Context: an optimization exercise on an open-source flow, tuned for small area, a short achievable clock period and few clock cycles. The choices shown serve that exercise and are no tape-out recipe. Function was checked by simulation only, so behaviour that the tests miss may differ from the original. Power figures rest on the tool's default switching activity, not on a simulated workload.

==> design.v <==
module axi_stream_insert_header #(
    parameter DATA_WD = 256,
    parameter DATA_BYTE_WD = DATA_WD / 8,
    parameter BYTE_CNT_WD = $clog2(DATA_BYTE_WD)
) (
    input clk,
    input rst_n,
    input                                   valid_in,
    input       [DATA_WD-1 : 0]             data_in,
    input       [DATA_BYTE_WD-1 : 0]        keep_in,
    input                                   last_in,
    output                                  ready_in,
    output                                  valid_out,
    output      [DATA_WD-1 : 0]             data_out,
    output      [DATA_BYTE_WD-1 : 0]        keep_out,
    output                                  last_out,
    input                                   ready_out,
    input                                   valid_insert,
    input       [DATA_WD-1 : 0]             data_insert,
    input       [DATA_BYTE_WD-1 : 0]        keep_insert,
    input       [BYTE_CNT_WD : 0]           byte_insert_cnt,
    output                                  ready_insert
);
    reg                                     valid_out_r;
    reg                                     last_out_r;
    reg                                     ready_insert_r;
    reg         [DATA_WD-1 : 0]             data_out_r;
    reg         [DATA_BYTE_WD-1 : 0]        keep_out_r;
    reg         [DATA_WD-1:0]               data_insert_buf;
    reg         [DATA_BYTE_WD-1:0]          keep_insert_buf;
    reg         [BYTE_CNT_WD:0]             byte_insert_cnt_buf;
    reg                                     overflow;
    reg         [DATA_BYTE_WD-1:0]          last_keep;
    reg         [DATA_WD-1 : 0]             last_data_out;
    reg                                     in_done;
    wire                                    adv = ~valid_out_r | ready_out;
    assign    ready_insert = ready_insert_r;
    assign    valid_out = valid_out_r;
    assign    last_out = last_out_r;
    assign    data_out =  data_out_r;
    assign    keep_out = keep_out_r;
    assign    ready_in = adv && ~ready_insert_r && ~overflow && ~in_done;
    wire      in_hs   = valid_in && ready_in;
    wire      last_hs = valid_out_r && ready_out && last_out_r;
    always @(posedge clk)   begin
        if(!rst_n)      begin
            ready_insert_r <= 1;
            keep_insert_buf <= 0;
            byte_insert_cnt_buf <= 0;
        end
        else if(valid_insert && ready_insert_r)     begin
            ready_insert_r <= 0;
            keep_insert_buf <= keep_insert;
            byte_insert_cnt_buf <= byte_insert_cnt;
        end
        else if(last_hs)       begin
            ready_insert_r <= 1;
            keep_insert_buf <= 0;
            byte_insert_cnt_buf <= 0;
        end
        else        begin
            ready_insert_r <= ready_insert_r;
            keep_insert_buf <= keep_insert_buf;
            byte_insert_cnt_buf <= byte_insert_cnt_buf;
        end
    end
    always @(posedge clk)   begin
        if(!rst_n)                      in_done <= 0;
        else if(in_hs && last_in)       in_done <= 1;
        else if(last_hs)                in_done <= 0;
        else                            in_done <= in_done;
    end
    always @(posedge clk)       begin
        if      (!rst_n)                        data_insert_buf <= 0;
        else if (in_hs)                         data_insert_buf <= data_in;
        else if (valid_insert && ready_insert)  data_insert_buf <= data_insert;
        else                                    data_insert_buf <= data_insert_buf ;
    end
    always @(posedge clk)       begin
        if(!rst_n)      begin
            overflow <= 0;
            last_keep <= 0;
            last_data_out <= 0;
        end
        else if(in_hs && last_in && ((keep_in & keep_insert_buf) != 0))   begin
            overflow <= 1;
            last_keep <= (keep_in & keep_insert_buf) << DATA_BYTE_WD - byte_insert_cnt_buf;         
            last_data_out <= data_in << (DATA_BYTE_WD - byte_insert_cnt_buf) * 8;
        end
        else if(overflow && adv)        begin
            overflow <= 0;
            last_keep <= 0;
            last_data_out <= 0;
        end
        else        begin
            overflow <= overflow;
            last_keep <= last_keep;
            last_data_out <= last_data_out;
        end
    end
    always @(posedge clk)       begin
        if(!rst_n)      begin
            data_out_r <= 0;
            valid_out_r <= 0;
            keep_out_r <= 0;
            last_out_r <= 0;
        end
        else if(adv && overflow)        begin            
            data_out_r <= last_data_out;
            valid_out_r <= 1'b1;
            keep_out_r <= last_keep;
            last_out_r <= 1'b1;
        end
        else if(in_hs)      begin                        
            data_out_r <= (data_insert_buf << DATA_WD - byte_insert_cnt_buf * 8) | (data_in >> byte_insert_cnt_buf * 8);
            valid_out_r <= 1'b1;
            keep_out_r <= (keep_insert_buf << DATA_BYTE_WD - byte_insert_cnt_buf) | (keep_in >> byte_insert_cnt_buf);
            last_out_r <= last_in && ((keep_in & keep_insert_buf) == 0);
        end
        else if(adv)        begin                        
            data_out_r <= 0;
            valid_out_r <= 0;
            keep_out_r <= 0;
            last_out_r <= 0;
        end
        else        begin
            data_out_r <= data_out_r;
            valid_out_r <= valid_out_r;
            keep_out_r <= keep_out_r;
            last_out_r <= last_out_r;
        end
    end
endmodule
==> run.sh <==
#!/bin/bash
# synth_recipe.tcl (not shown) runs the flow's synth.tcl, then flattens the netlist and writes it again
# the make line also repeats each setting of config.mk as NAME=value (left out here)
make -C /OpenROAD-flow-scripts/flow DESIGN_CONFIG=/design/flow/config.mk WORK_HOME=/design/flow/orfs CLKGATE_MAP_FILE= SYNTH_SCRIPT=/design/flow/synth_recipe.tcl finish
==> config.mk <==
export PLATFORM = sky130hd
export DESIGN_NAME = axi_stream_insert_header
export DESIGN_NICKNAME = axi_stream_insert_header
export VERILOG_FILES = /design/flow/design.v
export SDC_FILE = /design/flow/constraint.sdc
export NUM_CORES = 4
export LEC_CHECK = 0
export CAP_MARGIN = 20
export CORE_MARGIN = 2
export CORE_UTILIZATION = 25
export SLEW_MARGIN = 20
==> constraint.sdc <==
create_clock -name core_clock -period 5.5 [get_ports {clk}]
set_input_delay 1.1000 -clock core_clock [delete_from_list [all_inputs] [get_ports {clk}]]
set_output_delay 1.1000 -clock core_clock [all_outputs]
set_load 0.01 [all_outputs]
==> impl_results.md <==
* Outcome: timing/DRC/antenna clean
* Dpl cells at roughly 14,000
* Area share of the leading cell type in the synthesized netlist at 0.237
* Number of DRC markers after the initial detailed-route iteration at roughly 21,000
* Yosys top cell by area: dfxtp_1
* Clock Tree Root: clkbuf_16
* Core area at ~0.29 sq mm
* Sink Count at between 800 and 900
* Avg WL per Cell at ~56 microns
* Fmax at ~0.2 GHz
* Die X at ~550 microns
* Pre-CTS setup slack at approximately 430 ps
* Routability congestion estimate at approximately 1.2
* Layout area overhead at 33.3%
* Vias/cell at 6.90
* Max layer used: met5
* Slew margin rel. at 0.0809
* Max-cap violation count at 0
* First-pass DRT Iterations at 10
* Initial antenna violation count at 143
* Placement Cell Area at 0.0943 sq mm
* Wire length on met3 at ~140,000 microns
* Std-Cell Rows at slightly below 200
* I/O pin total at between 800 and 900
* Leak Pwr at about 37 nW
* Setup_tns at 0 ps
* Setup violators final at 0
* CP Data Required Time at between 6000 and 7000 ps
* Syn Area/Cell at between 8 and 9 sq um
* CTS tree: done
* DR DRC count at 0
* Num CTS Buffers at around 120
* Clock Latency Late Sink at roughly 970 ps
* Post-synth top cells: nand2_1 (1,536), dfxtp_1 (875), nor2_1 (849), mux2i_1 (846), o21ai_0 (551)
* Startpoint types: flip-flop
* Clock skew at 82.2 ps
* Die Ht at around 550 microns
* Final instance count without filler cells at between 10,000 and 15,000
* Total track usage at 0.518
* Worst Max-Slew Pin Slew at approximately 1400 ps
* RSZ-0062 raised after global routing: false
* Port buffer count at between 800 and 900
* Sequential cell area fraction in the yosys report at 0.237
* Post-cts hold buffer count at 0
* EDFF count, synth at 0
* Hold Vio Cnt, Final at 0
* Hold Path Class: reg -> reg
* Nets at 11,000
* Synth Flop Type: dfxtp_1
* Largest net degree at the start of global routing at roughly 230
* Synth warn at 1
* Power Dens Cells at between 300 and 400 mW/mm^2
* Final wirelength at 813,000 microns
* CTS max path bufs at 4
* Routed Antenna Nets at 0
* WS Path Type: reg -> reg
* Design area at around 0.098 sq mm
* Layout cells sized above 1 at 0.210
* Worst setup slack after layout at roughly 640 ps
* Largest cells by area after synthesis: dfxtp_1 (24%), mux2i_1 (11%), mux4_2 (11%)
* CTS resizes at 0
* Crit path max fanout at 26
* H-tree depth at 3
* Global-route wire length before repair at just over 1,000,000 microns
* HPWL Detailed at ~660,000 microns
* Gate count of the mapped netlist at between 9,000 and 10,000
* Most frequent cell after synthesis: nand2_1
* FFs w/ async S/R, synth at 0
* Final period util at 0.883
* Met2 Wirelength at 294,000 microns
* Core Util, Final at 0.335
* Yosys cell types at 93
* Synthesis-stage register bit count at 875
* Overall Power at 34.0 mW
* Mapped cell area at about 0.074 sq mm
* Worst-path clk slew at ~70 ps
* Gr ovfl total at 0
* CP Capture Type: flip-flop
* M1 WL at 312,000 microns
* Hold Slack at about 440 ps
* Initial Utilization at 0.251
* Die area at 0.300 sq mm
* Post-layout minimum cycle time at 4860 ps
* Worst VDD drop at 295 uV
* Crit path DAT at between 5000 and 6000 ps
* Vias in the first global route at 88,100
* Post-CTS setup repair buffer count at 0
* Final slew viol count at 0
* Total number of vias at about 100k
* Mapped Nets at 9,814
flip-flops by register name, indices dropped and copies added (netlist names), 6 cells and up:
signal,cells
byte_insert_cnt_buf,6
last_data_out,256
data_out_r,256
keep_insert_buf,32
keep_out_r,32
last_keep,32
data_insert_buf,256
power by group:
group / total, mW / switching [mW] / internal (mW) / leakage, nW
combinational: 18.3 / 13.2 / 5.11 / 27.6
sequential: 7.24 / 0.592 / 6.65 / 7.12
clock: 8.39 / 3.67 / 4.72 / 1.93
total: 34.0 / 17.5 / 16.5 / 36.7
per-layer routing:
metal  vias up  GRT usage
li1      37500          -
met4        84      0.351
met1     50600      0.640
met2      9826      0.655
met3      2040      0.308
met5         -     0.0180
cells in the final DEF, fill, tap and decap left out, types with 41 or more instances in the layout:
master           count
mux2_2             292
o21ai_0            522
a221oi_1           151
buf_4             1087
a31oi_1             86
o22ai_1            158
a21oi_1            529
nand3_1            181
nand2_1           1533
o221ai_1            63
nor3_1              41
clkbuf_16          118
a211oi_1           192
clkdlybuf4s50_1    878
a222oi_1           135
dfxtp_1            868
nor2b_1             50
a311oi_1           211
and2_1              62
inv_1               44
diode_2             84
mux4_2             347
and3_1              45
a22oi_1            332
mux2i_1            819
nor2_1             833
o211ai_1           152
buf_12             119
worst max-delay path, cell delays in order (launching register included):
cell and delay (ps):
dfxtp_4 710, inv_8 80, ha_4 670, buf_12 320, mux2i_1 490, nand2_1 240
and3_1 410, mux2i_1 350, o22ai_1 290, a211oi_1 730, buf_4 220, nor2_1 40
final cells by class:
class	instances	area, sq um
sequential	875	17500
fill	31300	196000
clock inverter	43	554
clock buffer	169	3370
inverter	51	219
multi-input combinational	7285	52300
timing repair buffer	2085	19300
tap	3919	4900
antenna	84	210
cells by family after synthesis:
family | Yosys count | share of synthesized area
AOI/OAI and AO/OA | 2934 | 0.275
xor gates and xnor gates | 4 | 0.000576
adders and majority gates | 1 | 0.000169
buffers and inverters | 1065 | 0.0628
DFF | 875 | 0.237
muxes | 1486 | 0.265
and+or+nand+nor | 2860 | 0.159
path summary, 6_finish.rpt:
kind | startpoint | end | slack [ps] | cells after the start
setup reg to reg | byte_insert_cnt_buf[0] | data_out_r[88] | 640 | 11
hold / removal | last_data_out[230] | last_data_out[230] | 440 | 2
hold reg to reg | last_data_out[230] | last_data_out[230] | 440 | 2
setup / recovery | byte_insert_cnt_buf[0] | data_out_r[88] | 640 | 11
Testbench counts, summed over its fixed seeds: cycles 13,311.

## re-timing with driven ports
In the flow no input, the clock included, has a driving cell. The finished layout below was timed again as built, in two steps.
Step 1: set_driving_cell puts a clkbuf_16 on clk and a buf_2 on each other input, an assumption about the parent block.
Step 2 times the ports against the registers' clock, not the clock port: input delays grow and output delays shrink by t, the midpoint of the rising clock arrivals with the driver on.
Three values: no drivers, after step 1, after step 2; two values: the first two.
t (ns): 1.052
setup slack, ns: 0.644 / 0.644 / 0.068
worst setup path at the end: input to register
clock arrival spread, ns: 0.084 / 0.084
worst slew at a driven data input, ns: 0.15
After both steps this run still meets setup and hold. The setup slack of this run moves by 0.000 ns with the drivers and by -0.576 ns with both steps.
